Source: an optimization exercise on an open RTL-to-GDS flow (aim: small area and a short achievable clock period). Production flows keep margins and buffers that such runs may drop. At most, simulation tests tie the RTL to the original design; equivalence was not proved. Power and IR drop assume default switching activity.

==> inputs of trial 70 <==
## KalmanFilter
module KalmanFilter(
    input clk,
    input reset,
    input valid_in,
    input [7:0] z_k,
    output reg [7:0] x_k
);
    reg [1:0] state;   
    reg [1:0] pidx;    
    wire [7:0] c, x_next;
    kf_x u_x(.p(pidx), .x(x_k), .c(c));
    kf_z u_z(.p(pidx), .c(c), .z(z_k), .y(x_next));
    always @(posedge clk) begin
        if (reset) begin
            x_k   <= 8'd70;
            pidx  <= 2'd0;
            state <= 2'd0;
        end else begin
            state <= {state[0], ~state[1] & (state[0] | valid_in)};
            if (state == 2'b10) begin
                x_k <= x_next;
                if (pidx != 2'd3)
                    pidx <= pidx + 2'd1;
            end
        end
    end
endmodule
==> module KalmanFilter, before the edit <==
module KalmanFilter(
    input clk,
    input reset,
    input valid_in,
    input [7:0] z_k,
    output reg [7:0] x_k
);
    reg [1:0] state;   
    reg [1:0] pidx;    
    wire [7:0] c, x_next;
    kf_x u_x(.p(pidx), .x(x_k), .c(c));
    kf_z u_z(.p(pidx), .c(c), .z(z_k), .y(x_next));
    always @(posedge clk) begin
        if (reset) begin
            x_k   <= 8'd70;
            pidx  <= 2'd0;
            state <= 2'd0;
        end else begin
            state <= {state[0], ~state[1] & (state[0] | valid_in)};
            if (state == 2'b10) begin
                x_k <= x_next;
                if (pidx != 2'd3)
                    pidx <= pidx + 2'd1;
            end
        end
    end
endmodule
Settings: LEC_CHECK=0, CAP_MARGIN=20, CORE_MARGIN=2, CORE_UTILIZATION=60, CTS_BUF_LIST=sky130_fd_sc_hd__clkbuf_4, SLEW_MARGIN=20; clock period 40.0 ns.
standard.sh (not shown) runs the stock make flow with config.mk's settings and CLKGATE_MAP_FILE= SYNTH_SCRIPT=/design/flow/synth_recipe.tcl, a recipe that flattens the netlist after the stock synthesis.
==> flow/flow/run.sh <==
#!/bin/bash
# Layout flow: the standard flow (standard.sh) with these changes:
#  - synthesis keeps module kf_x (the logic that only depends on registers)
#    separate until technology mapping, maps it for area (flow/area.abc) and
#    the rest of the design for delay with area recovery (flow/delay.abc),
#    instead of ORFS's single ABC script; the design is flattened afterwards
#    exactly as in the standard synthesis;
#  - full/half-adder extraction is skipped (ADDER_MAP_FILE left empty);
#  - ports are buffered with buf_2 cells.
# Registers, their names and cell types are those of the standard synthesis.
set -euo pipefail
here=$(pwd)
cat > my_synth.tcl <<EOT
proc abc {args} {
  set i [lsearch -exact \$args -script]
  set ax \$args; lset ax [expr {\$i + 1}] $here/flow/area.abc
  set at \$args; lset at [expr {\$i + 1}] $here/flow/delay.abc
  yosys abc {*}\$ax kf_x
  yosys abc {*}\$at KalmanFilter
}
source $here/synth_recipe.tcl
EOT
sed -e "s#SYNTH_SCRIPT=[^ ]*#SYNTH_SCRIPT=$here/my_synth.tcl ADDER_MAP_FILE=#" standard.sh > my_standard.sh
grep -q "my_synth.tcl ADDER_MAP_FILE=" my_standard.sh
export SYNTH_KEEP_MODULES=kf_x
export BUFFER_PORTS_ARGS="-buffer_cell sky130_fd_sc_hd__buf_2"
bash my_standard.sh > flow.log 2>&1
==> flow/flow/area.abc <==
strash
dch -f
amap
topo
stime -p
==> flow/flow/delay.abc <==
strash
dch -f
map -D 2500
topo
stime -p
==> inputs of build 87, as changes to trial 70 <==
--- a/flow/design.v
+++ b/flow/design.v
@@ -17,6 +17,7 @@
             state <= 2'd0;
         end else begin
-            state <= {state[0], ~state[1] & (state[0] | valid_in)};
-            if (state == 2'b10) begin
+            if (state != 2'd0 || valid_in)
+                state <= state + 2'd1;
+            if (state == 2'd3) begin
                 x_k <= x_next;
                 if (pidx != 2'd3)
--- a/flow/flow/run.sh
+++ b/flow/flow/run.sh
@@ -24,4 +24,5 @@
 grep -q "my_synth.tcl ADDER_MAP_FILE=" my_standard.sh
 export SYNTH_KEEP_MODULES=kf_x
+export PRE_DETAIL_PLACE_TCL=$here/flow/pre_dp.tcl
 export BUFFER_PORTS_ARGS="-buffer_cell sky130_fd_sc_hd__buf_2"
 bash my_standard.sh > flow.log 2>&1
==> flow/flow/pre_dp.tcl (new file) <==
# Output ports only drive the 0.01 pF port load: use buf_1 as their buffers.
foreach inst [[ord::get_db_block] getInsts] {
  set n [$inst getName]
  if {[string match "output*" $n] && [[$inst getMaster] getName] == "sky130_fd_sc_hd__buf_2"} {
    replace_cell $n sky130_fd_sc_hd__buf_1
  }
}
--- a/flow/config.mk
+++ b/flow/config.mk
@@ -8,5 +8,5 @@
 export CAP_MARGIN = 20
 export CORE_MARGIN = 2
-export CORE_UTILIZATION = 60
+export CORE_UTILIZATION = 40
 export CTS_BUF_LIST = sky130_fd_sc_hd__clkbuf_4
 export SLEW_MARGIN = 20
==> qor summary <==
| item | trial 70 | build 87 |
|---|---|---|
| Fmax | 0.0890 GHz | 0.0900 GHz |
| Most frequent CP cell | sky130_fd_sc_hd__a21oi_1 | sky130_fd_sc_hd__o21ai_0 |
| Shortest period the worst path allows | 11.23 ns | 11.11 ns |
| Critical Path RT | 40.21 ns | 40.19 ns |
| Chip height | 52.9 µm | 64.0 µm |
| Starting density of the core | 64.3% | 42.5% |
| Layout filler cell count | 222 | 382 |
| Combined area of the multi-input logic cells | 1050 µm² | 1040 µm² |
| Peak supply drop | 0.0304 mV | 0.0101 mV |
| Via count of the routed design | 1714 | 1651 |
| Result of the run | timing/DRC/antenna clean | timing/DRC/antenna clean |
| Period utilization | 28.1% | 27.8% |
| Critical path's largest stage delay | 0.43 ns | 0.35 ns |
| Pin count of the biggest net entering global routing | 12 | 11 |
| Sequential Power Share | 24.5% | 26.6% |
| Part of the Yosys area used for sequential elements | 16.7% | 16.7% |
| Power density over cell area | 35.7 nW/µm² | 31.7 nW/µm² |
Only the layout flow was run in trial 70; the RTL was not checked for function there.

[static timing again, ports no longer ideal]
Ports are ideal in the flow. The routed layouts listed here were re-timed in OpenROAD. Step 1 (the two cells are an assumption about what drives the block):
set clk [get_ports {clk}]
set_driving_cell -lib_cell sky130_fd_sc_hd__clkbuf_16 $clk
set_driving_cell -lib_cell sky130_fd_sc_hd__buf_2 [delete_from_list [all_inputs] $clk]
Step 2 times the ports against the registers' clock, not the clock port: input delays grow and output delays shrink by t, the midpoint of the rising clock arrivals with the driver on. Slacks: ideal / step 1 / step 2; pairs: ideal / step 1.
| run | t, ns | setup slack, ns | latest minus earliest clock arrival (ns) | pins driven straight from the clock port |
|---|---|---|---|---|
| trial 70 | 0.294 | 28.768 / 28.768 / 28.473 | 0.005 / 0.005 | 1 |
| build 87 | 0.285 | 28.887 / 28.885 / 28.600 | 0.002 / 0.002 | 1 |
After both steps every run listed still meets setup and hold. The setup slack of trial 70, which loses most, moves by 0.000 ns with the drivers and by -0.295 ns with both steps.
